Background: an optimization exercise with open tools, aiming at small area and a short achievable clock period. Do not read the settings as production practice. In this exercise RTL edits were held to simulation tests only and were not proved equivalent to the original. Power figures rest on the tool's default switching activity, not on a simulated workload.

## flow/design.v (module list and top-level ports; edited modules follow where they fit)
// module SIMD: 844 lines
// module SIMD_fa: 4 lines
// module SIMD_ha: 4 lines
module SIMD(clk,rst,opcode,funct3,funct7,rd_data1,rd_data2,rd_data3,w_add,immed,instrc_add,wr_add,wr_data);
  // ...
==> flow/flow/run.sh <==
#!/bin/bash
# The standard layout with two changes after synthesis (which is the
# standard one, unchanged): the port buffers that placement inserts start as
# buf_1 instead of the default delay buffer, and the resizer may swap a cell
# for one of another footprint.
set -e
bash standard.sh synth > synth.log 2>&1
export BUFFER_PORTS_ARGS="-buffer_cell sky130_fd_sc_hd__buf_1"
bash standard.sh MATCH_CELL_FOOTPRINT=0 finish > layout.log 2>&1
==> flow/standard.sh <==
#!/bin/bash
# synth_recipe.tcl (not shown) runs the flow's synth.tcl, then flattens the netlist and writes it again
# the make line also repeats each setting of config.mk as NAME=value (left out here)
make -C /OpenROAD-flow-scripts/flow DESIGN_CONFIG=/design/flow/config.mk WORK_HOME=/design/flow/orfs CLKGATE_MAP_FILE= SYNTH_SCRIPT=/design/flow/synth_recipe.tcl "${@:-finish}"
==> flow/config.mk <==
export PLATFORM = sky130hd
export DESIGN_NAME = SIMD
export DESIGN_NICKNAME = SIMD
export VERILOG_FILES = /design/flow/design.v
export SDC_FILE = /design/flow/constraint.sdc
export NUM_CORES = 4
export LEC_CHECK = 0
export CAP_MARGIN = 20
export CORE_MARGIN = 2
export CORE_UTILIZATION = 60
export SETUP_SLACK_MARGIN = 3.5
export SLEW_MARGIN = 20
export SYNTH_HIERARCHICAL = 1
export SYNTH_MINIMUM_KEEP_SIZE = 0
==> flow/constraint.sdc <==
create_clock -name core_clock -period 10.6 [get_ports {clk}]
set_input_delay 2.1200 -clock core_clock [delete_from_list [all_inputs] [get_ports {clk}]]
set_output_delay 2.1200 -clock core_clock [all_outputs]
set_load 0.01 [all_outputs]
==> out/metrics.yaml, run 1 <==
outcome:
  outcome: "complete, no violations"
power_and_ir_drop:
  powerComb_w: 0.00103
  leakagePower_nw: 6.602
  p_sw_w: 0.0007774
  intPower_w: 0.0009704
final_layout:
  drive_gt1_share_pct: 3.843
  largest_class: "multi-input combinational cells"
  n_fill_cell: 1801
  top_regs: "rx x32, ry x32, rsel x6"
  seq_cells: 80
worst_hold_path:
  hp-class: "flop to flop"
  hold_end: "pc[0]$_SDFF_PN0_"
  hold_path_depth: 1
worst_setup_path:
  crit-reg2reg-launch: "pc[0]$_SDFF_PN0_"
  critPathSlowestCell: "a221o_1"
  crit_buf_inv: 1
  cp_max_fo: 16
  cp_top_family: "adder cells"
global_route:
  grt_most_used_layer: "met2"
  grt_pass1_vias: 11068
  grtUsageMet3_pct: 14.91
  grt_use_total_pct: 39.72
  grt_max_degree: 60
  met2_usage_pct: 59.64
routing:
  route.detailed.drc: 0
  wl_met2_um: 18580
  dr_wl_met3_um: 5963
  routed.top_layer: "met4"
sta:
  fmax_mhz: 144.7
  finalClockSkew_ns: 0.0001320
floorplanning:
  rows: 53
cts:
  postCtsSetupBuffers: 0
  cts_max_level: 3
place:
  placed_area_um2: 13570
  gp_congestion: 0.9861
yosys:
  synthSimpleGateAreaFrac_pct: 20.12
  synth_top_area_share_pct: 36.96
  synth.most_common_cell: "fa_1"
  synth_area_leader_cell: "fa_1"
==> inputs of run 2 (changes only) <==
--- a/flow/config.mk
+++ b/flow/config.mk
@@ -9,5 +9,5 @@
 export CORE_MARGIN = 2
 export CORE_UTILIZATION = 60
-export SETUP_SLACK_MARGIN = 3.5
+export SETUP_SLACK_MARGIN = 4.5
 export SLEW_MARGIN = 20
 export SYNTH_HIERARCHICAL = 1
==> out/metrics.yaml, run 2 <==
outcome:
  outcome: "complete, no violations"  # unchanged
routing:
  wl_per_cell_um: 26.90  # was 25.85 µm
  routed-via-count: 11840  # was 10882
  route.detailed.drc: 0  # unchanged
  drt_iter0_drc: 1235  # was 1134
  ant_nets: 0  # unchanged
  firstDrtPassIters: 8  # was 7
  wl_um: 47630  # was 43430 µm
  viasPerCell: 6.685  # was 6.477
worst_setup_path:
  crit_buf_inv: 2  # was 1
  cp_max_fo: 13  # was 16
  cpMostUsedCell: "fa_1"  # unchanged
  cp.required_ns: 10.67  # was 10.80 ns
  worst-setup-path-type: "input port to flop"  # unchanged
  critPathSlowestCell: "buf_1"  # was a221o_1
  slowest_delay_ns: 0.70  # was 0.71 ns
  cp-start-kind: "input port"  # unchanged
  cp_top_family: "adder cells"  # unchanged
  arrival_ns: 6.37  # was 7.11 ns
  end_kind: "flop"  # unchanged
  path_cells: "buf_1, nand2_1, nand2_1, fa_1, fa_1, fa_1, fa_1, fa_1, inv_1, o221ai_1"  # was buf_1, nand3b_1, nor2_1, a221o_1, and3_1, fa_1, fa_1, fa_1, fa_1, fa_1, fa_1, and2_1, fa_1
worst_hold_path:
  hp-class: "flop to flop"  # unchanged
yosys:
  synth_common_cells: "fa_1 (240), and3_1 (88), nor3_1 (88), ha_1 (83)"  # unchanged
  synthTopCellsByArea: "fa_1 (37%), dfxtp_1 (12%), ha_1 (8.0%)"  # unchanged
  syn_area_per_cell_um2: 9.657  # unchanged
  synth_edf_count: 0  # unchanged
  synth.most_common_cell: "fa_1"  # unchanged
  synth_cells: 1346  # unchanged
  synthDistinctLibCells: 70  # unchanged
  async_flop_share_pct: 0  # unchanged
  synth_top_area_share_pct: 36.96  # unchanged
  synth_area_leader_cell: "fa_1"  # unchanged
  ys_warn_count: 7  # unchanged
  synth_area_um2: 13000  # unchanged
  synth_seq_cells: 80  # unchanged
  ys_seq_area_share_pct: 12.32  # unchanged
  ys.flop_type: "dfxtp_1"  # unchanged
floorplanning:
  die_y_um: 151.2  # unchanged
  initial_core_util_pct: 61.45  # unchanged
  rows: 53  # unchanged
  core-area_um2: 21150  # unchanged
  ioPinCount: 112  # unchanged
  design.die.area_um2: 22860  # unchanged
  die_w_um: 151.2  # unchanged
cts:
  clock_sinks: 80  # unchanged
  cts_max_level: 3  # unchanged
  tritoncts: "yes"  # unchanged
  clk_pin_slew_ns: 0.06  # about the same
  clk_latency_ns: 0.34  # was 0.32 ns
  clockBufferDepth: 2  # unchanged
  hold_buffers: 0  # unchanged
  cts-root-buf: "clkbuf_16"  # unchanged
  numCtsBuffers: 9  # unchanged
place:
  gp_congestion: 0.9688  # was 0.9861
  hpwl_um: 33180  # was 33100 µm
  portBuffers: 109  # unchanged
global_route:
  grt_pass1_wl_um: 67400  # was 66160 µm
  grt_pass1_vias: 11303  # was 11068
  grt_use_total_pct: 41.06  # was 39.72%
  grt_remaining_overflow: 0  # unchanged
  grt_max_degree: 52  # was 60
  antenna_found_initial: 1  # was 0
final_layout:
  n_fill_cell: 1588  # was 1801
  syn_to_final_growth_pct: 20.43  # was 6.603%
  antenna_cells: 0  # unchanged
  drive_gt1_share_pct: 20.72  # was 3.843%
  seqCellArea_um2: 1604  # was 1602 µm²
  top_regs: "rx x32, ry x32, rsel x6"  # unchanged
  num-nets-final: 1898  # was 1809
  multi_input_area_um2: 11430  # was 10750 µm²
  final_common_cell: "fa_1"  # unchanged
  utilization_pct: 74.00  # was 65.51%
  mostFrequentLayoutCells: "fa_1 (206), buf_1 (83), ha_1 (80), buf_4 (80), dfxtp_1 (78)"  # was fa_1 (240), buf_1 (107), nor3_1 (88), and3_1 (88), ha_1 (83)
sta:
  setup-violations-final: 0  # unchanged
  min_period_ns: 6.297  # was 6.910 ns
  totalNegativeSetupSlack_ns: 0  # unchanged
  slew_headroom_pct: 31.65  # was 32.95%
  fmax_mhz: 158.8  # was 144.7 MHz
  hold_viol: 0  # unchanged
  finalClockSkew_ns: 0.005974  # was 0.0001320 ns
  rsz0062_at_grt: "true"  # was false
  slew_viol_final: 0  # unchanged
  fin_crit_sh_pct: 59.41  # was 65.19%
  worstMarginPinSlew_ns: 1.020  # was 1.003 ns
power_and_ir_drop:
  leakagePower_nw: 7.269  # was 6.602 nW
  power.share.sequential_pct: 22.3  # was 24.3%
  intPower_w: 0.001058  # was 0.0009704 W
  p_clk_share_pct: 17.6  # was 16.7%
  switching_share_pct: 44.94  # was 44.48%
  p_sw_w: 0.0008638  # was 0.0007774 W
  power.share.combinational_pct: 60.1  # was 59.0%
  peakVddDrop_mv: 0.08963  # was 0.08848 mV
  p_per_area_nw_per_um2: 122.8  # was 126.1 nW/µm²
job:
  maxCapViolCount: 0  # unchanged
[run 2: cell counts after synthesis]
Identical to the previous run, type by type.
[run 2: metal layers]
| metal | up-vias | share of wire (%) | routed length (µm) | GRT usage, % |
|---|---|---|---|---|
| met5 | - | 0.097 | 46 | 0 |
| met4 | 4 | 5.5 | 2639 | 17.38 |
| met3 | 222 | 15 | 7057 | 16.42 |
| met2 | 997 | 43 | 20260 | 61.27 |
| met1 | 5728 | 37 | 17630 | 53.23 |
| li1 | 4889 | - | - | - |
[run 2: path summary, 6_finish.rpt]
path,from,end,slack (ns),cells past startpoint
setup / recovery,funct3[1],rx[10]$_DFF_P_,4.30,10
hold / removal,pc[0]$_SDFF_PN0_,pc[0]$_SDFF_PN0_,0.49,1
setup reg to reg,pc[0]$_SDFF_PN0_,pc[4]$_SDFF_PN0_,9.56,4
hold reg to reg,pc[0]$_SDFF_PN0_,pc[0]$_SDFF_PN0_,0.49,1
[run 2: power groups by stage]
stage                     Clock (W)  Combinational [W]  Sequential, W
after floorplan                   0           0.000693       0.000419
after global placement            0            0.00100       0.000433
after detailed placement          0            0.00102       0.000433
after CTS                  0.000342            0.00107       0.000427
after global routing       0.000356            0.00124       0.000435
final                      0.000338            0.00116       0.000429
[run 2: timing repair]
action,4_1_cts,5_1_grt
gates resized for setup,107,146
setup endpoints to repair,43,26
setup buffers,36,42
pin swaps,18,57
cloned,6,8
[run 2: layout make-up]
cell class	count	share of cell area (%)
flip-flops and latches	80	10.25
inverters	81	2.254
repair inverters	1	0.04796
well taps	275	2.198
clock buffers	9	1.439
repair buffers	215	10.15
multi-input cells	1103	73.01
clock inverters	7	0.6554
[run 2: Yosys stat by module, one instance, submodules excluded]
module   times used  flip-flops and latches  area, µm²
SIMD_fa         226                       0      20.02
SIMD              1                      80       8224
SIMD_ha          20                       0      12.51
[run 2: worst register-to-register path: stages (launching register included)]
cell and delay [ns]:
dfxtp_1 0.38, ha_1 0.20, nand3_1 0.09, xnor2_1 0.13, and2_1 0.14
[run 2: metrics by stage]
stage | power, W | hold slack [ns] | setup WS, ns | std cells | instance area (µm²)
after floorplan | 0.001113 | 0.4759 | 4.080 | 1347 | 13120
after global placement | 0.001433 | 0.4501 | 2.809 | 1663 | 13630
after detailed placement | 0.001451 | 0.4787 | 2.672 | 1663 | 13630
after CTS | 0.001836 | 0.4950 | 4.442 | 1721 | 14670
after global routing | 0.002035 | 0.5089 | 4.313 | 1771 | 15650
final | 0.001922 | 0.4884 | 4.303 | 1771 | 15650
[run 2: kinds of logic after synthesis]
| kind of cell | Yosys count | synth area share, % |
|---|---|---|
| compound gates | 178 | 9.963 |
| xor+xnor | 92 | 6.199 |
| fa+ha+maj | 323 | 44.95 |
| buf+inv | 167 | 5.111 |
| flops | 80 | 12.32 |
| mux | 17 | 1.309 |
| other cells | 1 | 0.02885 |
| simple gates | 488 | 20.12 |
==> inputs of run 3 (changes only) <==
--- a/flow/config.mk
+++ b/flow/config.mk
@@ -8,6 +8,6 @@
 export CAP_MARGIN = 20
 export CORE_MARGIN = 2
-export CORE_UTILIZATION = 60
-export SETUP_SLACK_MARGIN = 4.5
+export CORE_UTILIZATION = 50
+export SETUP_SLACK_MARGIN = 4
 export SLEW_MARGIN = 20
 export SYNTH_HIERARCHICAL = 1
==> out/metrics.yaml, run 3 <==
power_and_ir_drop:
  p_sw_w: 0.0007928  # was 0.0008638 W
  leakagePower_nw: 6.632  # was 7.269 nW
  intPower_w: 0.0009753  # was 0.001058 W
  power.share.sequential_pct: 24.1  # was 22.3%
  switching_share_pct: 44.84  # was 44.94%
  peakVddDrop_mv: 0.09618  # was 0.08963 mV
  power.total_w: 0.001768  # was 0.001922 W
  power.share.combinational_pct: 59.2  # was 60.1%
  p_per_area_nw_per_um2: 125.6  # was 122.8 nW/µm²
  p_clk_share_pct: 16.8  # was 17.6%
global_route:
  grt_use_total_pct: 34.12  # was 41.06%
  grt_max_degree: 65  # was 52
  grt_pass1_vias: 11187  # was 11303
  grt_remaining_overflow: 0  # unchanged
  grt_pass1_wl_um: 68140  # was 67400 µm
  antenna_found_initial: 1  # unchanged
yosys:
  synth_seq_cells: 80  # unchanged
  synth_top_area_share_pct: 36.96  # unchanged
  synth_area_um2: 13000  # unchanged
  synthTopCellsByArea: "fa_1 (37%), dfxtp_1 (12%), ha_1 (8.0%)"  # unchanged
  syn_area_per_cell_um2: 9.657  # unchanged
  ys_warn_count: 7  # unchanged
  ys_seq_area_share_pct: 12.32  # unchanged
  ys.flop_type: "dfxtp_1"  # unchanged
  synth_area_leader_cell: "fa_1"  # unchanged
  async_flop_share_pct: 0  # unchanged
  synth_common_cells: "fa_1 (240), and3_1 (88), nor3_1 (88), ha_1 (83)"  # unchanged
  synth_cells: 1346  # unchanged
  synthDistinctLibCells: 70  # unchanged
  synth.most_common_cell: "fa_1"  # unchanged
  synth_edf_count: 0  # unchanged
place:
  gp_congestion: 0.9631  # was 0.9688
  portBuffers: 109  # unchanged
  hpwl_um: 34350  # was 33180 µm
worst_setup_path:
  slowest_delay_ns: 0.63  # was 0.70 ns
  arrival_ns: 6.84  # was 6.37 ns
  cp_max_fo: 11  # was 13
  cp_top_family: "adder cells"  # unchanged
  cp.required_ns: 10.80  # was 10.67 ns
  cp-start-kind: "input port"  # unchanged
  path_cells: "buf_1, clkinv_1, nor3_1, fa_1, fa_2, fa_1, fa_2, fa_1, fa_1, and2_1, fa_1"  # was buf_1, nand2_1, nand2_1, fa_1, fa_1, fa_1, fa_1, fa_1, inv_1, o221ai_1
  crit_buf_inv: 2  # unchanged
  critPathSlowestCell: "clkinv_1"  # was buf_1
  worst-setup-path-type: "input port to flop"  # unchanged
  end_kind: "flop"  # unchanged
  cpMostUsedCell: "fa_1"  # unchanged
cts:
  clk_pin_slew_ns: 0.06  # about the same
  numCtsBuffers: 9  # unchanged
  hold_buffers: 0  # unchanged
  clk_latency_ns: 0.33  # was 0.34 ns
  tritoncts: "yes"  # unchanged
  cts_max_level: 3  # unchanged
  clockBufferDepth: 2  # unchanged
  clock_sinks: 80  # unchanged
  cts-root-buf: "clkbuf_16"  # unchanged
floorplanning:
  design.die.area_um2: 27300  # was 22860 µm²
  die_y_um: 165.2  # was 151.2 µm
  initial_core_util_pct: 50.45  # was 61.45%
  rows: 59  # was 53
  core-area_um2: 25760  # was 21150 µm²
  ioPinCount: 112  # unchanged
  die_w_um: 165.2  # was 151.2 µm
sta:
  worstMarginPinSlew_ns: 1.176  # was 1.020 ns
  min_period_ns: 6.638  # was 6.297 ns
  slew_viol_final: 0  # unchanged
  totalNegativeSetupSlack_ns: 0  # unchanged
  fin_crit_sh_pct: 62.62  # was 59.41%
  setup-violations-final: 0  # unchanged
  rsz0062_at_grt: "true"  # unchanged
  slew_headroom_pct: 21.10  # was 31.65%
  finalClockSkew_ns: 0.0002141  # was 0.005974 ns
  fmax_mhz: 150.6  # was 158.8 MHz
  hold_viol: 0  # unchanged
routing:
  wl_per_cell_um: 25.69  # was 26.90 µm
  wl_um: 44800  # was 47630 µm
  viasPerCell: 6.278  # was 6.685
  ant_nets: 0  # unchanged
  firstDrtPassIters: 8  # unchanged
  route.detailed.drc: 0  # unchanged
  routed-via-count: 10949  # was 11840
  drt_iter0_drc: 1314  # was 1235
worst_hold_path:
  hp-class: "flop to flop"  # unchanged
outcome:
  outcome: "complete, no violations"  # unchanged
final_layout:
  top_regs: "rx x32, ry x32, rsel x6"  # unchanged
  syn_to_final_growth_pct: 8.307  # was 20.43%
  mostFrequentLayoutCells: "fa_1 (237), buf_1 (102), and3_1 (88), nor3_1 (87), ha_1 (83)"  # was fa_1 (206), buf_1 (83), ha_1 (80), buf_4 (80), dfxtp_1 (78)
  drive_gt1_share_pct: 5.895  # was 20.72%
  final_common_cell: "fa_1"  # unchanged
  num-nets-final: 1812  # was 1898
job:
  maxCapViolCount: 0  # unchanged
## run 3: cell families after synthesis
kind of cell / synth area share [%]
mux: 1.309
fa+ha+maj: 44.95
buf+inv: 5.111
compound gates: 9.963
simple gates: 20.12
flops: 12.32
xor+xnor: 6.199
other cells: 0.02885
## run 3: power groups by stage
stage | combinational (W) | sequential [W] | clock, W
2_1_floorplan | 0.000686 | 0.000419 | 0
3_3_place_gp | 0.00101 | 0.000430 | 0
3_5_place_dp | 0.00102 | 0.000433 | 0
4_1_cts | 0.00103 | 0.000426 | 0.000304
5_1_grt | 0.00117 | 0.000433 | 0.000318
6_report | 0.00105 | 0.000425 | 0.000297
## run 3: worst paths after layout
path,startpoint,depth (start not counted),slack (ns),endpoint
hold reg to reg,pc[0]$_SDFF_PN0_,1,0.48,pc[0]$_SDFF_PN0_
setup reg to reg,pc[0]$_SDFF_PN0_,4,9.55,pc[4]$_SDFF_PN0_
hold / removal,pc[0]$_SDFF_PN0_,1,0.48,pc[0]$_SDFF_PN0_
setup / recovery,rd_data1[2],11,3.96,ry[16]$_DFF_P_
## run 3: worst reg2reg max path: stages, from the launching register on
cell and delay, ns:
dfxtp_1 0.38, ha_1 0.20, nand3_1 0.09, xnor2_1 0.13, and2_1 0.14
## run 3: per-module statistics from Yosys, one instance, submodules excluded
module | copies in the design | area, µm²
SIMD | 1 | 8224
SIMD_fa | 226 | 20.02
SIMD_ha | 20 | 12.51
## run 3: final cells by class
class	count	area (µm²)
fill	2366	11690
tap	335	419.2
clock buffer	9	225.2
inverter	81	315.3
timing repair buffer	133	628.1
sequential	80	1602
multi-input combinational	1100	10830
clock inverter	5	60.06
antenna	1	2.502
## run 3: repair_timing
item | 4_1_cts | 5_1_grt
gates resized for setup | 13 | 22
buffers inserted | 0 | 2
endpoints found under the setup margin | 17 | 14
endpoints found under the hold margin | 0 | 0
gates cloned | 0 | 0
## run 3: routing by layer
| layer | vias up | GRT usage [%] | wire (µm) |
|---|---|---|---|
| met2 | 739 | 51.57 | 19040 |
| li1 | 4704 | - | - |
| met1 | 5394 | 46.66 | 18350 |
| met4 | 0 | 13.04 | 1755 |
| met5 | - | 0 | 0 |
| met3 | 112 | 9.640 | 5650 |
## run 3: metrics by stage
stage	util [%]	std cells	instance area [µm²]	hold WS, ns	setup WS [ns]
finish	54.65	1744	14080	0.4786	3.962
global route	54.64	1743	14080	0.5348	3.975
CTS	54.29	1741	13990	0.4778	4.014
detailed placement	53.07	1727	13670	0.4630	3.247
global placement	53.07	1727	13670	0.4611	3.277
floorplan	-	1347	13040	0.4759	4.013
==> inputs of run 4 (changes only) <==
--- a/flow/config.mk
+++ b/flow/config.mk
@@ -8,5 +8,5 @@
 export CAP_MARGIN = 20
 export CORE_MARGIN = 2
-export CORE_UTILIZATION = 50
+export CORE_UTILIZATION = 67
 export SETUP_SLACK_MARGIN = 4
 export SLEW_MARGIN = 20
==> out/metrics.yaml, run 4 <==
outcome:
  outcome: "complete, no violations"  # unchanged
sta:
  finalClockSkew_ns: 0.0002643  # was 0.0002141 ns
  fmax_mhz: 149.1  # was 150.6 MHz
  min_period_ns: 6.706  # was 6.638 ns
  worstMarginPinSlew_ns: 1.008  # was 1.176 ns
  hold_viol: 0  # unchanged
  slew_headroom_pct: 32.63  # was 21.10%
  slew_viol_final: 0  # unchanged
  rsz0062_at_grt: "true"  # unchanged
  totalNegativeSetupSlack_ns: 0  # unchanged
  timing.hold.ws_ns: 0.5048  # was 0.4786 ns
  fin_crit_sh_pct: 63.26  # was 62.62%
  setup-violations-final: 0  # unchanged
  fin_ws_ns: 3.894  # was 3.962 ns
yosys:
  synthTopCellsByArea: "fa_1 (37%), dfxtp_1 (12%), ha_1 (8.0%)"  # unchanged
  syn_area_per_cell_um2: 9.657  # unchanged
  synth_common_cells: "fa_1 (240), and3_1 (88), nor3_1 (88), ha_1 (83)"  # unchanged
  ys.flop_type: "dfxtp_1"  # unchanged
  ys_seq_area_share_pct: 12.32  # unchanged
  async_flop_share_pct: 0  # unchanged
  synth_top_area_share_pct: 36.96  # unchanged
  synth_edf_count: 0  # unchanged
  synth_area_um2: 13000  # unchanged
  synth.most_common_cell: "fa_1"  # unchanged
  synth_cells: 1346  # unchanged
  synth_area_leader_cell: "fa_1"  # unchanged
  ys_warn_count: 7  # unchanged
  synthDistinctLibCells: 70  # unchanged
  synth_seq_cells: 80  # unchanged
worst_setup_path:
  end_kind: "flop"  # unchanged
  r2r_slack_ns: 9.53  # was 9.55 ns
  crit-reg2reg-launch: "pc[0]$_SDFF_PN0_"  # unchanged
  endpoint: "ry[16]$_DFF_P_"  # unchanged
  r2r-end: "pc[4]$_SDFF_PN0_"  # unchanged
  arrival_ns: 6.91  # was 6.84 ns
  slowest_delay_ns: 0.72  # was 0.63 ns
  cpMostUsedCell: "fa_1"  # unchanged
  cp.required_ns: 10.80  # about the same
  cp_max_fo: 11  # unchanged
  crit_start: "rd_data1[10]"  # was rd_data1[2]
  critPathSlowestCell: "buf_1"  # was clkinv_1
  worst-setup-path-type: "input port to flop"  # unchanged
  path_cells: "buf_1, clkinvlp_4, nor3_1, fa_1, fa_2, fa_1, fa_2, fa_1, fa_1, and2_1, fa_1"  # was buf_1, clkinv_1, nor3_1, fa_1, fa_2, fa_1, fa_2, fa_1, fa_1, and2_1, fa_1
  cp-start-kind: "input port"  # unchanged
  r2r_cells: 4  # unchanged
cts:
  clockBufferDepth: 2  # unchanged
  numCtsBuffers: 9  # unchanged
  clock_sinks: 80  # unchanged
  cts_max_level: 3  # unchanged
  hold_buffers: 0  # unchanged
  clk_pin_slew_ns: 0.06  # about the same
  tritoncts: "yes"  # unchanged
  cts-root-buf: "clkbuf_16"  # unchanged
  clk_latency_ns: 0.33  # about the same
place:
  gp_congestion: 1.048  # was 0.9631
  pre_cts_slack_ns: 2.596  # was 3.247 ns
  placed_cells: 1651  # was 1727
  portBuffers: 109  # unchanged
  hpwl_um: 32500  # was 34350 µm
global_route:
  grt_pass1_wl_um: 65450  # was 68140 µm
  grt_remaining_overflow: 0  # unchanged
  grt_pass1_vias: 11261  # was 11187
  grt_use_total_pct: 43.41  # was 34.12%
  grt_max_degree: 60  # was 65
  antenna_found_initial: 4  # was 1
routing:
  drt_iter0_drc: 1383  # was 1314
  wl_um: 43460  # was 44800 µm
  route.detailed.drc: 0  # unchanged
  firstDrtPassIters: 10  # was 8
  viasPerCell: 6.732  # was 6.278
  routed-via-count: 11256  # was 10949
  ant_nets: 0  # unchanged
  wl_per_cell_um: 26.00  # was 25.69 µm
floorplanning:
  die_w_um: 143.3  # was 165.2 µm
  rows: 50  # was 59
  die_y_um: 143.3  # was 165.2 µm
  initial_core_util_pct: 68.80  # was 50.45%
  core-area_um2: 18890  # was 25760 µm²
  design.die.area_um2: 20530  # was 27300 µm²
  ioPinCount: 112  # unchanged
final_layout:
  num-nets-final: 1814  # was 1812
  antenna_cells: 0  # was 1
  syn_to_final_growth_pct: 7.874  # was 8.307%
  top_regs: "rx x32, ry x32, rsel x6"  # unchanged
  utilization_pct: 74.22  # was 54.65%
  mostFrequentLayoutCells: "fa_1 (237), buf_1 (106), and3_1 (88), nor3_1 (87), ha_1 (83)"  # was fa_1 (237), buf_1 (102), and3_1 (88), nor3_1 (87), ha_1 (83)
  drive_gt1_share_pct: 5.737  # was 5.895%
  final_common_cell: "fa_1"  # unchanged
  fin_cells: 1672  # was 1744
power_and_ir_drop:
  leakagePower_nw: 6.662  # was 6.632 nW
  p_per_area_nw_per_um2: 131.1  # was 125.6 nW/µm²
  peakVddDrop_mv: 0.08926  # was 0.09618 mV
job:
  maxCapViolCount: 0  # unchanged
worst_hold_path:
  hp-class: "flop to flop"  # unchanged
-- run 4: area by class of cell --
cell class / instances / area [µm²]
clock inverter: 6 / 116.4
sequential: 80 / 1602
tap: 260 / 325.3
timing repair buffer: 134 / 619.3
multi-input combinational: 1100 / 10810
timing repair inverter: 1 / 7.507
fill: 1460 / 4871
clock buffer: 10 / 229.0
inverter: 81 / 311.5
-- run 4: critical path, delay by kind of cell --
| family | cells | cell delay, ns |
|---|---|---|
| buf+inv | 2 | 1.30 |
| simple gates | 2 | 0.54 |
| fa+ha+maj | 7 | 2.92 |
-- run 4: how the worst min path moves through the flow --
stage | startpoint | to | slack, ns | cells past startpoint
floorplan | pc[0]$_SDFF_PN0_ | pc[0]$_SDFF_PN0_ | 0.48 | 1
global placement | pc[0]$_SDFF_PN0_ | pc[0]$_SDFF_PN0_ | 0.46 | 1
detailed placement | pc[0]$_SDFF_PN0_ | pc[0]$_SDFF_PN0_ | 0.49 | 1
CTS | pc[0]$_SDFF_PN0_ | pc[0]$_SDFF_PN0_ | 0.50 | 1
global route | pc[0]$_SDFF_PN0_ | pc[0]$_SDFF_PN0_ | 0.55 | 1
finish | pc[0]$_SDFF_PN0_ | pc[0]$_SDFF_PN0_ | 0.50 | 1
-- run 4: per-stage QoR --
step | area (µm²) | power, W
4_1_cts | 13970 | 0.001810
5_1_grt | 14020 | 0.001951
2_1_floorplan | 13040 | 0.001106
3_5_place_dp | 13570 | 0.001432
6_report | 14020 | 0.001838
3_3_place_gp | 13570 | 0.001398
-- run 4: where the power goes --
part	internal [W]	leakage, nW	switching [W]
registers	0.000385	0.661	0.0000447
logic	0.000414	5.83	0.000638
clock network	0.000232	0.167	0.000125
-- run 4: metal layers --
metal	global-route usage (%)	share of wire [%]
met2	67.54	44
met4	17.54	5.2
met5	0	0.053
met1	55.56	36
met3	15.66	15
-- run 4: cell families (layout without fill, tap and decap cells) --
kind of cell,Yosys count,count (layout),share of synthesized area [%]
XOR/XNOR,92,92,6.199
AND/OR/NAND/NOR,488,488,20.12
buffers and inverters,167,232,5.111
multiplexers,17,17,1.309
AO/OA/AOI/OAI,178,178,9.963
flip-flops,80,80,12.32
other,1,2,0.02885
adder cells (fa/ha/maj),323,323,44.95
-- run 4: Yosys stat by module (local to each module, per instance) --
module,cell area [µm²],cells
SIMD,8224,1100
SIMD_fa,20.02,1
SIMD_ha,12.51,1
-- run 4: timing repair --
action                     4_1_cts  5_1_grt
hold endpoints to repair         0        0
setup endpoints to repair       33        9
setup buffers                    4        0
cloned                           1        0
resized for setup               12       16
pin swaps                        1        0
==> inputs of run 5 (changes only) <==
--- a/flow/config.mk
+++ b/flow/config.mk
@@ -8,5 +8,5 @@
 export CAP_MARGIN = 20
 export CORE_MARGIN = 2
-export CORE_UTILIZATION = 67
+export CORE_UTILIZATION = 60
 export SETUP_SLACK_MARGIN = 4
 export SLEW_MARGIN = 20
==> out/metrics.yaml, run 5 <==
yosys:
  synth_top_area_share_pct: 36.96  # unchanged
  ys_seq_area_share_pct: 12.32  # unchanged
  synth_area_um2: 13000  # unchanged
  synth-xor-area-share_pct: 6.199  # unchanged
  synth_adder_area_share_pct: 44.95  # unchanged
  synth.most_common_cell: "fa_1"  # unchanged
  synth_seq_cells: 80  # unchanged
  async_flop_share_pct: 0  # unchanged
  synthDistinctLibCells: 70  # unchanged
  ys.flop_type: "dfxtp_1"  # unchanged
  synthTopCellsByArea: "fa_1 (37%), dfxtp_1 (12%), ha_1 (8.0%)"  # unchanged
  synth_common_cells: "fa_1 (240), and3_1 (88), nor3_1 (88), ha_1 (83)"  # unchanged
  syn_area_per_cell_um2: 9.657  # unchanged
  synth_cells: 1346  # unchanged
  synth_area_leader_cell: "fa_1"  # unchanged
  synthMuxAreaShare_pct: 1.309  # unchanged
  synth_edf_count: 0  # unchanged
  synthSimpleGateAreaFrac_pct: 20.12  # unchanged
  synth_top_family_by_area: "adder cells"  # unchanged
  synth_compound_gate_area_share_pct: 9.962  # unchanged
  ys_warn_count: 7  # unchanged
global_route:
  grt_use_total_pct: 39.44  # was 43.41%
  grt_pass1_vias: 11099  # was 11261
  grt_pass1_wl_um: 65490  # was 65450 µm
  antenna_found_initial: 3  # was 4
  grt_remaining_overflow: 0  # unchanged
  grt_max_degree: 60  # unchanged
sta:
  fmax_mhz: 151.4  # was 149.1 MHz
  finalClockSkew_ns: 0.003536  # was 0.0002643 ns
  totalNegativeSetupSlack_ns: 0  # unchanged
  slew_viol_final: 0  # unchanged
  worstMarginPinSlew_ns: 1.016  # was 1.008 ns
  min_period_ns: 6.605  # was 6.706 ns
  fin_crit_sh_pct: 62.32  # was 63.26%
  hold_viol: 0  # unchanged
  setup-violations-final: 0  # unchanged
  slew_headroom_pct: 32.25  # was 32.63%
  rsz0062_at_grt: "true"  # unchanged
place:
  portBuffers: 109  # unchanged
  hpwl_um: 33130  # was 32500 µm
  placed_cells: 1665  # was 1651
  gp_congestion: 0.9851  # was 1.048
  placed_area_um2: 13580  # was 13570 µm²
worst_setup_path:
  cp_top_family: "adder cells"  # unchanged
  path_cells: "clkdlybuf4s15_1, clkinvlp_4, nor3_1, fa_1, fa_1, fa_1, and2_1, fa_1, fa_1, fa_1"  # was buf_1, clkinvlp_4, nor3_1, fa_1, fa_2, fa_1, fa_2, fa_1, fa_1, and2_1, fa_1
  arrival_ns: 6.82  # was 6.91 ns
  end_kind: "flop"  # unchanged
  cp_max_fo: 12  # was 11
  cp.required_ns: 10.81  # was 10.80 ns
  critPathSlowestCell: "clkdlybuf4s15_1"  # was buf_1
  crit_buf_inv: 2  # unchanged
  worst-setup-path-type: "input port to flop"  # unchanged
  cp-start-kind: "input port"  # unchanged
  slowest_delay_ns: 0.74  # was 0.72 ns
  cpMostUsedCell: "fa_1"  # unchanged
worst_hold_path:
  hp-class: "flop to flop"  # unchanged
final_layout:
  n_fill_cell: 1763  # was 1460
  final_common_cell: "fa_1"  # unchanged
  num-nets-final: 1813  # was 1814
  top_regs: "rx x32, ry x32, rsel x6"  # unchanged
  design_area_um2: 14030  # was 14020 µm²
  mostFrequentLayoutCells: "fa_1 (237), buf_1 (102), nor3_1 (88), and3_1 (88), ha_1 (83)"  # was fa_1 (237), buf_1 (106), and3_1 (88), nor3_1 (87), ha_1 (83)
  syn_to_final_growth_pct: 7.941  # was 7.874%
  drive_gt1_share_pct: 5.953  # was 5.737%
  fin_cells: 1690  # was 1672
routing:
  wl_um: 43700  # was 43460 µm
  routed-via-count: 10997  # was 11256
  route.detailed.drc: 0  # unchanged
  viasPerCell: 6.507  # was 6.732
  firstDrtPassIters: 6  # was 10
  drt_iter0_drc: 996  # was 1383
  wl_per_cell_um: 25.86  # was 26.00 µm
  ant_nets: 0  # unchanged
cts:
  clockBufferDepth: 2  # unchanged
  clock_sinks: 80  # unchanged
  hold_buffers: 0  # unchanged
  numCtsBuffers: 9  # unchanged
  cts_max_level: 3  # unchanged
  tritoncts: "yes"  # unchanged
  clk_latency_ns: 0.34  # was 0.33 ns
  cts-root-buf: "clkbuf_16"  # unchanged
  clk_pin_slew_ns: 0.07  # was 0.06 ns
power_and_ir_drop:
  p_per_area_nw_per_um2: 127.3  # was 131.1 nW/µm²
  power.total_w: 0.001786  # was 0.001838 W
  leakagePower_nw: 6.652  # was 6.662 nW
  peakVddDrop_mv: 0.09415  # was 0.08926 mV
floorplanning:
  initial_core_util_pct: 61.45  # was 68.80%
  ioPinCount: 112  # unchanged
  core-area_um2: 21150  # was 18890 µm²
  die_y_um: 151.2  # was 143.3 µm
  design.die.area_um2: 22860  # was 20530 µm²
  rows: 53  # was 50
  die_w_um: 151.2  # was 143.3 µm
job:
  maxCapViolCount: 0  # unchanged
outcome:
  outcome: "complete, no violations"  # unchanged
## run 5: area by class of cell
type	instances	area [µm²]	share of cell area, %
multi-input combinational	1100	10810	77.05
sequential	80	1602	11.41
timing repair buffer	133	636.9	4.539
tap	275	344.1	2.452
inverter	81	315.3	2.247
clock buffer	9	225.2	1.605
clock inverter	7	82.58	0.5885
antenna	4	10.01	0.07134
timing repair inverter	1	5.005	0.03567
## run 5: final timing paths
kind | start | end | slack (ns) | cells after the start
worst max-delay path | rd_data1[8] | ry[16]$_DFF_P_ | 3.99 | 10
worst max register to register | pc[0]$_SDFF_PN0_ | pc[4]$_SDFF_PN0_ | 9.52 | 4
worst min-delay path | pc[0]$_SDFF_PN0_ | pc[0]$_SDFF_PN0_ | 0.48 | 1
worst min register to register | pc[0]$_SDFF_PN0_ | pc[0]$_SDFF_PN0_ | 0.48 | 1
## run 5: logic make-up (layout without fill, tap and decap cells)
kind of cell | after synthesis | count (layout)
xor+xnor | 92 | 92
simple gates | 488 | 488
fa+ha+maj | 323 | 323
compound gates | 178 | 178
mux | 17 | 17
buf+inv | 167 | 231
other cells | 1 | 6
flops | 80 | 80
## run 5: per-stage QoR
step                      setup WS, ns  utilization (%)  hold slack [ns]
after floorplan                  4.013                -           0.4759
after global placement           2.921            64.19           0.4546
after detailed placement         2.821            64.19           0.4606
after CTS                        4.004            65.81           0.4773
after global routing             3.943            66.28           0.5462
final                            3.995            66.33           0.4824
## run 5: Yosys stat by module (local to each module, per instance)
module | flip-flops and latches | area (µm²) | times used
SIMD | 80 | 8224 | 1
SIMD_fa | 0 | 20.02 | 226
SIMD_ha | 0 | 12.51 | 20
## run 5: routing by layer
| layer | up-vias | GRT usage [%] | wire length [µm] |
|---|---|---|---|
| met2 | 786 | 58.69 | 18560 |
| met4 | 0 | 14.86 | 1789 |
| li1 | 4703 | - | - |
| met1 | 5355 | 52.34 | 16910 |
| met5 | - | 0 | 0 |
| met3 | 153 | 15.39 | 6438 |
## run 5: repair_timing
| action | 4_1_cts | 5_1_grt |
|---|---|---|
| buffers inserted | 0 | 3 |
| gates cloned | 1 | 1 |
| endpoints found under the setup margin | 28 | 15 |
| gates resized for setup | 14 | 19 |
## run 5: power by group
part / switching [W] / internal, W
Clock: 0.000134 / 0.000187
Combinational: 0.000627 / 0.000407
Sequential: 0.0000462 / 0.000385
## run 5: worst register-to-register path, stage by stage, from the launching register on
cell	delay (ns)
dfxtp_1	0.39
ha_1	0.21
nand3_1	0.10
xnor2_1	0.13
and2_1	0.14
==> inputs of run 6 (changes only) <==
--- a/flow/config.mk
+++ b/flow/config.mk
@@ -9,4 +9,5 @@
 export CORE_MARGIN = 2
 export CORE_UTILIZATION = 60
+export CTS_BUF_LIST = sky130_fd_sc_hd__clkbuf_4 sky130_fd_sc_hd__clkbuf_8
 export SETUP_SLACK_MARGIN = 4
 export SLEW_MARGIN = 20
==> out/metrics.yaml, run 6 <==
sta:
  min_period_ns: 6.549  # was 6.605 ns
  worstMarginPinSlew_ns: 1.053  # was 1.016 ns
  setup-violations-final: 0  # unchanged
  hold_viol: 0  # unchanged
  slew_viol_final: 0  # unchanged
  rsz0062_at_grt: "true"  # unchanged
  slew_headroom_pct: 29.78  # was 32.25%
  totalNegativeSetupSlack_ns: 0  # unchanged
  fin_crit_sh_pct: 61.79  # was 62.32%
  fmax_mhz: 152.7  # was 151.4 MHz
  finalClockSkew_ns: 0.009470  # was 0.003536 ns
final_layout:
  num-nets-final: 1820  # was 1813
  top_regs: "rx x32, ry x32, rsel x6"  # unchanged
  design_area_um2: 14020  # was 14030 µm²
  utilization_pct: 66.29  # was 66.33%
  syn_to_final_growth_pct: 7.883  # was 7.941%
  n_fill_cell: 1765  # was 1763
  mostFrequentLayoutCells: "fa_1 (237), buf_1 (102), and3_1 (88), nor3_1 (87), ha_1 (83)"  # was fa_1 (237), buf_1 (102), nor3_1 (88), and3_1 (88), ha_1 (83)
  fin_cells: 1696  # was 1690
  final_common_cell: "fa_1"  # unchanged
  drive_gt1_share_pct: 6.629  # was 5.953%
routing:
  routed-via-count: 11039  # was 10997
  wl_um: 43830  # was 43700 µm
  route.detailed.drc: 0  # unchanged
  ant_nets: 0  # unchanged
  firstDrtPassIters: 5  # was 6
  viasPerCell: 6.509  # was 6.507
  wl_per_cell_um: 25.84  # was 25.86 µm
  drt_iter0_drc: 1017  # was 996
worst_setup_path:
  crit_start: "rd_data1[6]"  # was rd_data1[8]
  slowest_delay_ns: 0.60  # was 0.74 ns
  arrival_ns: 6.79  # was 6.82 ns
  critPathSlowestCell: "clkinv_1"  # was clkdlybuf4s15_1
  r2r-end: "pc[4]$_SDFF_PN0_"  # unchanged
  cp_max_fo: 11  # was 12
  cp.required_ns: 10.84  # was 10.81 ns
  cp-start-kind: "input port"  # unchanged
  endpoint: "ry[16]$_DFF_P_"  # unchanged
  r2r_slack_ns: 9.52  # about the same
  crit-reg2reg-launch: "pc[0]$_SDFF_PN0_"  # unchanged
  worst-setup-path-type: "input port to flop"  # unchanged
  cpMostUsedCell: "fa_1"  # unchanged
  end_kind: "flop"  # unchanged
  r2r_cells: 4  # unchanged
  path_cells: "buf_1, clkinv_1, nor2_1, fa_1, fa_1, fa_1, fa_2, fa_1, fa_1, and2_1, fa_1"  # was clkdlybuf4s15_1, clkinvlp_4, nor3_1, fa_1, fa_1, fa_1, and2_1, fa_1, fa_1, fa_1
floorplanning:
  core-area_um2: 21150  # unchanged
  die_w_um: 151.2  # unchanged
  design.die.area_um2: 22860  # unchanged
  ioPinCount: 112  # unchanged
  rows: 53  # unchanged
  die_y_um: 151.2  # unchanged
  initial_core_util_pct: 61.45  # unchanged
yosys:
  ys.flop_type: "dfxtp_1"  # unchanged
  synthDistinctLibCells: 70  # unchanged
  async_flop_share_pct: 0  # unchanged
  syn_area_per_cell_um2: 9.657  # unchanged
  ys_warn_count: 7  # unchanged
  synth_edf_count: 0  # unchanged
  synth_area_leader_cell: "fa_1"  # unchanged
  synth_area_um2: 13000  # unchanged
  synthTopCellsByArea: "fa_1 (37%), dfxtp_1 (12%), ha_1 (8.0%)"  # unchanged
  synth_cells: 1346  # unchanged
  ys_seq_area_share_pct: 12.32  # unchanged
  synth_seq_cells: 80  # unchanged
  synth.most_common_cell: "fa_1"  # unchanged
  synth_top_area_share_pct: 36.96  # unchanged
  synth_common_cells: "fa_1 (240), and3_1 (88), nor3_1 (88), ha_1 (83)"  # unchanged
job:
  maxCapViolCount: 0  # unchanged
cts:
  clk_pin_slew_ns: 0.09  # was 0.07 ns
  clock_sinks: 80  # unchanged
  clk_latency_ns: 0.37  # was 0.34 ns
  clockBufferDepth: 2  # unchanged
  tritoncts: "yes"  # unchanged
  numCtsBuffers: 9  # unchanged
  cts_max_level: 3  # unchanged
  cts-root-buf: "clkbuf_8"  # was clkbuf_16
place:
  placed_cells: 1665  # unchanged
  placed_area_um2: 13580  # unchanged
  hpwl_um: 33130  # unchanged
  gp_congestion: 0.9851  # unchanged
  portBuffers: 109  # unchanged
worst_hold_path:
  hp-class: "flop to flop"  # unchanged
global_route:
  grt_max_degree: 60  # unchanged
  grt_pass1_wl_um: 65230  # was 65490 µm
  antenna_found_initial: 2  # was 3
  grt_pass1_vias: 11089  # was 11099
  grt_use_total_pct: 39.32  # was 39.44%
  grt_remaining_overflow: 0  # unchanged
outcome:
  outcome: "complete, no violations"  # unchanged
power_and_ir_drop:
  p_per_area_nw_per_um2: 121.4  # was 127.3 nW/µm²
  leakagePower_nw: 6.653  # was 6.652 nW
  power.total_w: 0.001703  # was 0.001786 W
  peakVddDrop_mv: 0.09832  # was 0.09415 mV
-- run 6: cell types whose count changed in the layout (fill, tap and decap cells not counted), sizes merged --
cell	previous run	this run
clkbuf	15	16
clkinvlp	6	7
diode	4	3
buf	126	132
clkinv	13	12
-- run 6: through the flow --
stage / hold slack, ns / worst slack, ns
after floorplan: 0.4759 / 4.013
after global placement: 0.4546 / 2.921
after detailed placement: 0.4606 / 2.821
after CTS: 0.4848 / 4.007
after global routing: 0.5515 / 3.990
final: 0.4834 / 4.051
-- run 6: timing repair --
item                                   CTS  global route
pin swaps                                0             2
setup buffers                            0            10
cloned                                   1             1
hold buffers                             0             0
resized for setup                       12            25
endpoints found under the hold margin    0             0
setup endpoints to repair               27            11
-- run 6: kinds of logic after synthesis --
kind of cell    Yosys count  synth area share [%]
simple gates            488                 20.12
fa+ha+maj               323                 44.95
compound gates          178                 9.963
buf+inv                 167                 5.111
xor+xnor                 92                 6.199
flops                    80                 12.32
mux                      17                 1.309
other cells               1               0.02885
-- run 6: how the worst min path moves through the flow --
stage / from / end / slack (ns) / depth (start not counted)
final: pc[0]$_SDFF_PN0_ / pc[0]$_SDFF_PN0_ / 0.48 / 1
after detailed placement: pc[0]$_SDFF_PN0_ / pc[0]$_SDFF_PN0_ / 0.46 / 1
after floorplan: pc[0]$_SDFF_PN0_ / pc[0]$_SDFF_PN0_ / 0.48 / 1
after CTS: pc[0]$_SDFF_PN0_ / pc[0]$_SDFF_PN0_ / 0.48 / 1
after global placement: pc[0]$_SDFF_PN0_ / pc[0]$_SDFF_PN0_ / 0.45 / 1
after global routing: pc[0]$_SDFF_PN0_ / pc[0]$_SDFF_PN0_ / 0.55 / 1
-- run 6: final cells by class --
| class | instances | area, µm² | area share (%) |
|---|---|---|---|
| multi-input cells | 1100 | 10840 | 77.28 |
| flip-flops and latches | 80 | 1602 | 11.42 |
| repair buffers | 140 | 701.9 | 5.005 |
| well taps | 275 | 344.1 | 2.454 |
| inverters | 81 | 319.1 | 2.275 |
| clock buffers | 9 | 123.9 | 0.8833 |
| clock inverters | 7 | 82.58 | 0.5889 |
| diodes | 3 | 7.507 | 0.05353 |
| repair inverters | 1 | 5.005 | 0.03569 |
-- run 6: critical path: cells and delay by family --
family,cells,cell delay (ns)
and+or+nand+nor,2,0.48
buffers and inverters,2,1.16
adders and majority gates,7,3.01
-- run 6: metal layers --
layer | up-vias | wire length, µm | GRT usage, %
met5 | - | 0 | 0
met3 | 151 | 6167 | 15.81
met1 | 5364 | 17150 | 51.64
li1 | 4721 | - | -
met4 | 0 | 1875 | 14.86
met2 | 803 | 18630 | 58.73
-- run 6: report_power, final --
part / leakage [nW] / total [W] / internal [W] / switching, W
Sequential: 0.661 / 0.000430 / 0.000385 / 0.0000455
Combinational: 5.89 / 0.00104 / 0.000410 / 0.000628
Clock: 0.0988 / 0.000235 / 0.000113 / 0.000122
-- run 6: per-module statistics from Yosys, one instance, submodules excluded --
module	cells inside	times used	area (µm²)
SIMD	1100	1	8224
SIMD_ha	1	20	12.51
SIMD_fa	1	226	20.02
==> inputs of run 7 (changes only) <==
==> flow/flow/run.sh (replaced) <==
#!/bin/bash
# The standard layout; synthesis is the standard one, unchanged. After it:
#  - the port buffers that placement inserts start as buf_1 instead of the
#    default delay buffer (the resizer still sizes them as timing needs);
#  - the resizer may swap a cell for one of another footprint;
#  - the resizer may not use the delay cells and the low-power inverters
#    (added to the platform's don't-use list).
set -e
bash standard.sh synth > synth.log 2>&1
DU="sky130_fd_sc_hd__probe_p_8 sky130_fd_sc_hd__probec_p_8 sky130_fd_sc_hd__lpflow_bleeder_1 sky130_fd_sc_hd__lpflow_clkbufkapwr_1 sky130_fd_sc_hd__lpflow_clkbufkapwr_16 sky130_fd_sc_hd__lpflow_clkbufkapwr_2 sky130_fd_sc_hd__lpflow_clkbufkapwr_4 sky130_fd_sc_hd__lpflow_clkbufkapwr_8 sky130_fd_sc_hd__lpflow_clkinvkapwr_1 sky130_fd_sc_hd__lpflow_clkinvkapwr_16 sky130_fd_sc_hd__lpflow_clkinvkapwr_2 sky130_fd_sc_hd__lpflow_clkinvkapwr_4 sky130_fd_sc_hd__lpflow_clkinvkapwr_8 sky130_fd_sc_hd__lpflow_decapkapwr_12 sky130_fd_sc_hd__lpflow_decapkapwr_3 sky130_fd_sc_hd__lpflow_decapkapwr_4 sky130_fd_sc_hd__lpflow_decapkapwr_6 sky130_fd_sc_hd__lpflow_decapkapwr_8 sky130_fd_sc_hd__lpflow_inputiso0n_1 sky130_fd_sc_hd__lpflow_inputiso0p_1 sky130_fd_sc_hd__lpflow_inputiso1n_1 sky130_fd_sc_hd__lpflow_inputiso1p_1 sky130_fd_sc_hd__lpflow_inputisolatch_1 sky130_fd_sc_hd__lpflow_isobufsrc_1 sky130_fd_sc_hd__lpflow_isobufsrc_16 sky130_fd_sc_hd__lpflow_isobufsrc_2 sky130_fd_sc_hd__lpflow_isobufsrc_4 sky130_fd_sc_hd__lpflow_isobufsrc_8 sky130_fd_sc_hd__lpflow_isobufsrckapwr_16 sky130_fd_sc_hd__lpflow_lsbuf_lh_hl_isowell_tap_1 sky130_fd_sc_hd__lpflow_lsbuf_lh_hl_isowell_tap_2 sky130_fd_sc_hd__lpflow_lsbuf_lh_hl_isowell_tap_4 sky130_fd_sc_hd__lpflow_lsbuf_lh_isowell_4 sky130_fd_sc_hd__lpflow_lsbuf_lh_isowell_tap_1 sky130_fd_sc_hd__lpflow_lsbuf_lh_isowell_tap_2 sky130_fd_sc_hd__lpflow_lsbuf_lh_isowell_tap_4"
DU="$DU sky130_fd_sc_hd__clkdlybuf4s15_1 sky130_fd_sc_hd__clkdlybuf4s15_2 sky130_fd_sc_hd__clkdlybuf4s18_1 sky130_fd_sc_hd__clkdlybuf4s18_2 sky130_fd_sc_hd__clkdlybuf4s25_1 sky130_fd_sc_hd__clkdlybuf4s25_2 sky130_fd_sc_hd__clkdlybuf4s50_1 sky130_fd_sc_hd__clkdlybuf4s50_2 sky130_fd_sc_hd__dlygate4sd1_1 sky130_fd_sc_hd__dlygate4sd2_1 sky130_fd_sc_hd__dlygate4sd3_1 sky130_fd_sc_hd__dlymetal6s2s_1 sky130_fd_sc_hd__dlymetal6s4s_1 sky130_fd_sc_hd__dlymetal6s6s_1 sky130_fd_sc_hd__clkinvlp_2 sky130_fd_sc_hd__clkinvlp_4"
export BUFFER_PORTS_ARGS="-buffer_cell sky130_fd_sc_hd__buf_1"
bash standard.sh MATCH_CELL_FOOTPRINT=0 "DONT_USE_CELLS=$DU" finish > layout.log 2>&1
--- a/flow/config.mk
+++ b/flow/config.mk
@@ -9,5 +9,4 @@
 export CORE_MARGIN = 2
 export CORE_UTILIZATION = 60
-export CTS_BUF_LIST = sky130_fd_sc_hd__clkbuf_4 sky130_fd_sc_hd__clkbuf_8
 export SETUP_SLACK_MARGIN = 4
 export SLEW_MARGIN = 20
==> out/metrics.yaml, run 7 <==
sta:
  worstMarginPinSlew_ns: 1.063  # was 1.053 ns
  slew_viol_final: 0  # unchanged
  hold_viol: 0  # unchanged
  min_period_ns: 6.673  # was 6.549 ns
  totalNegativeSetupSlack_ns: 0  # unchanged
  rsz0062_at_grt: "true"  # unchanged
  setup-violations-final: 0  # unchanged
  finalClockSkew_ns: 0.0003115  # was 0.009470 ns
  fin_crit_sh_pct: 62.95  # was 61.79%
  fmax_mhz: 149.9  # was 152.7 MHz
  slew_headroom_pct: 28.27  # was 29.78%
  timing.hold.ws_ns: 0.4827  # was 0.4834 ns
yosys:
  synth_cells: 1346  # unchanged
  synthTopCellsByArea: "fa_1 (37%), dfxtp_1 (12%), ha_1 (8.0%)"  # unchanged
  synth_common_cells: "fa_1 (240), and3_1 (88), nor3_1 (88), ha_1 (83)"  # unchanged
  async_flop_share_pct: 0  # unchanged
  synth_top_area_share_pct: 36.96  # unchanged
  synthDistinctLibCells: 70  # unchanged
  ys_seq_area_share_pct: 12.32  # unchanged
  synth_area_um2: 13000  # unchanged
  synth_seq_cells: 80  # unchanged
  syn_area_per_cell_um2: 9.657  # unchanged
  ys.flop_type: "dfxtp_1"  # unchanged
  synth.most_common_cell: "fa_1"  # unchanged
  synth_area_leader_cell: "fa_1"  # unchanged
  synth_edf_count: 0  # unchanged
  ys_warn_count: 7  # unchanged
job:
  maxCapViolCount: 0  # unchanged
routing:
  firstDrtPassIters: 6  # was 5
  route.detailed.drc: 0  # unchanged
  wl_um: 43930  # was 43830 µm
  drt_iter0_drc: 942  # was 1017
  ant_nets: 0  # unchanged
  wl_per_cell_um: 25.98  # was 25.84 µm
  viasPerCell: 6.512  # was 6.509
  routed-via-count: 11011  # was 11039
floorplanning:
  die_y_um: 151.2  # unchanged
  core-area_um2: 21150  # unchanged
  design.die.area_um2: 22860  # unchanged
  rows: 53  # unchanged
  initial_core_util_pct: 61.45  # unchanged
  die_w_um: 151.2  # unchanged
  ioPinCount: 112  # unchanged
final_layout:
  utilization_pct: 66.07  # was 66.29%
  drive_gt1_share_pct: 5.728  # was 6.629%
  design_area_um2: 13980  # was 14020 µm²
  seqCellArea_um2: 1602  # unchanged
  top_regs: "rx x32, ry x32, rsel x6"  # unchanged
  syn_to_final_growth_pct: 7.528  # was 7.883%
  n_fill_cell: 1794  # was 1765
  num-nets-final: 1816  # was 1820
  final_common_cell: "fa_1"  # unchanged
  mostFrequentLayoutCells: "fa_1 (237), buf_1 (115), and3_1 (88), nor3_1 (85), ha_1 (83)"  # was fa_1 (237), buf_1 (102), and3_1 (88), nor3_1 (87), ha_1 (83)
  multi_input_area_um2: 10860  # was 10840 µm²
cts:
  cts_max_level: 3  # unchanged
  clockBufferDepth: 2  # unchanged
  hold_buffers: 0  # unchanged
  numCtsBuffers: 9  # unchanged
  tritoncts: "yes"  # unchanged
  cts-root-buf: "clkbuf_16"  # was clkbuf_8
  clock_sinks: 80  # unchanged
  clk_pin_slew_ns: 0.06  # was 0.09 ns
  clk_latency_ns: 0.33  # was 0.37 ns
global_route:
  antenna_found_initial: 2  # unchanged
  grt_pass1_wl_um: 65850  # was 65230 µm
  grt_remaining_overflow: 0  # unchanged
  grt_pass1_vias: 11173  # was 11089
  grt_max_degree: 65  # was 60
  grt_use_total_pct: 40.00  # was 39.32%
worst_setup_path:
  crit_start: "rd_data1[6]"  # unchanged
  cp_max_fo: 11  # unchanged
  endpoint: "ry[16]$_DFF_P_"  # unchanged
  arrival_ns: 6.87  # was 6.79 ns
  r2r_slack_ns: 9.55  # was 9.52 ns
  crit-reg2reg-launch: "pc[0]$_SDFF_PN0_"  # unchanged
  cp-start-kind: "input port"  # unchanged
  r2r_cells: 4  # unchanged
  end_kind: "flop"  # unchanged
  worst-setup-path-type: "input port to flop"  # unchanged
  cp.required_ns: 10.80  # was 10.84 ns
  r2r-end: "pc[4]$_SDFF_PN0_"  # unchanged
place:
  placed_area_um2: 13500  # was 13580 µm²
  hpwl_um: 33580  # was 33130 µm
  portBuffers: 109  # unchanged
  gp_congestion: 1.004  # was 0.9851
power_and_ir_drop:
  peakVddDrop_mv: 0.08898  # was 0.09832 mV
  p_per_area_nw_per_um2: 128.2  # was 121.4 nW/µm²
  leakagePower_nw: 6.625  # was 6.653 nW
outcome:
  outcome: "complete, no violations"  # unchanged
worst_hold_path:
  hp-class: "flop to flop"  # unchanged
-- run 7: cell counts after synthesis --
Identical to the previous run, type by type.
-- run 7: worst min-delay path by stage --
stage / from / slack, ns / cells after the start / end
2_1_floorplan: pc[0]$_SDFF_PN0_ / 0.48 / 1 / pc[0]$_SDFF_PN0_
3_3_place_gp: pc[0]$_SDFF_PN0_ / 0.45 / 1 / pc[0]$_SDFF_PN0_
3_5_place_dp: pc[0]$_SDFF_PN0_ / 0.46 / 1 / pc[0]$_SDFF_PN0_
4_1_cts: pc[0]$_SDFF_PN0_ / 0.48 / 1 / pc[0]$_SDFF_PN0_
5_1_grt: pc[0]$_SDFF_PN0_ / 0.52 / 1 / pc[0]$_SDFF_PN0_
6_report: pc[0]$_SDFF_PN0_ / 0.48 / 1 / pc[0]$_SDFF_PN0_
-- run 7: repair_timing --
action	in CTS	in global routing
setup buffers	3	7
pin swaps	1	2
gates resized for setup	18	29
cloned	1	0
endpoints found under the setup margin	30	28
-- run 7: final cells by class --
class,count,area share (%)
flip-flops and latches,80,11.46
inverters,81,2.175
clock buffers,11,1.737
diodes,2,0.03581
multi-input cells,1101,77.67
clock inverters,5,0.4476
repair buffers,136,4.010
well taps,275,2.462
-- run 7: cell families after synthesis --
family                     count (synthesis)  share of synthesized area, %
muxes                                     17                         1.309
DFF                                       80                         12.32
AOI/OAI and AO/OA                        178                         9.963
and+or+nand+nor                          488                         20.12
other                                      1                       0.02885
buffers and inverters                    167                         5.111
adders and majority gates                323                         44.95
xor gates and xnor gates                  92                         6.199
-- run 7: where the power goes --
group	leakage, nW	switching, W	internal [W]
registers	0.661	0.0000412	0.000385
clock network	0.151	0.000118	0.000191
logic	5.81	0.000644	0.000413
-- run 7: stage by stage --
step / setup WS [ns] / instances / power [W]
3_3_place_gp: 3.022 / 1662 / 0.001427
6_report: 3.927 / 1691 / 0.001793
2_1_floorplan: 4.013 / 1347 / 0.001106
4_1_cts: 4.000 / 1682 / 0.001771
3_5_place_dp: 2.995 / 1662 / 0.001447
5_1_grt: 3.934 / 1689 / 0.001923
-- run 7: layer usage --
layer | wire length, µm | GRT usage [%] | vias up
li1 | - | - | 4721
met1 | 17190 | 52.61 | 5375
met2 | 18550 | 59.39 | 751
met3 | 5950 | 13.98 | 162
met4 | 2234 | 18.97 | 2
met5 | 13 | 0 | -
-- run 7: modules after synthesis (local to each module, per instance) --
module	flip-flops and latches	cell area (µm²)	cells inside
SIMD_fa	0	20.02	1
SIMD_ha	0	12.51	1
SIMD	80	8224	1100
-- run 7: worst max-delay path, stage by stage --
cell and delay, ns:
buf_1 0.62, clkinv_1 0.64, nor3_1 0.44, fa_1 0.56, fa_1 0.56, fa_1 0.46
fa_1 0.58, fa_1 0.44, fa_1 0.45

re-timing with driven ports:
Ports are ideal in the flow. The routed layouts listed here were re-timed in OpenROAD. Step 1 sets driving cells, clkbuf_16 on the clock port and buf_2 on the other inputs (assumed; they add their load-dependent delay and slew). Step 2, shift: input delay + t, output delay - t, t = (earliest + latest rising clock arrival at the registers) / 2. This alone moves slack from input paths to output paths. Slacks: no drivers / after step 1 / after step 2; pairs: no drivers / after step 1.
| run | t (ns) | setup slack, ns | hold slack, ns | pins driven straight from the clock port |
|---|---|---|---|---|
| run 1 | 0.370 | 3.690 / 3.718 / 3.347 | 0.492 / 0.492 / 0.492 | 1 |
| run 2 | 0.385 | 4.303 / 4.322 / 3.938 | 0.488 / 0.488 / 0.488 | 1 |
| run 3 | 0.366 | 3.962 / 3.976 / 3.609 | 0.479 / 0.479 / 0.479 | 1 |
| run 4 | 0.374 | 3.894 / 3.913 / 3.539 | 0.505 / 0.505 / 0.505 | 1 |
| run 5 | 0.388 | 3.995 / 4.022 / 3.634 | 0.482 / 0.482 / 0.482 | 1 |
| run 6 | 0.407 | 4.051 / 4.070 / 3.663 | 0.483 / 0.483 / 0.483 | 1 |
| run 7 | 0.373 | 3.927 / 3.944 / 3.571 | 0.483 / 0.483 / 0.483 | 1 |
After both steps setup and hold are still met in every run listed. For run 6, which loses most, drivers alone change the setup slack by +0.019 ns; drivers and shift together by -0.388 ns.
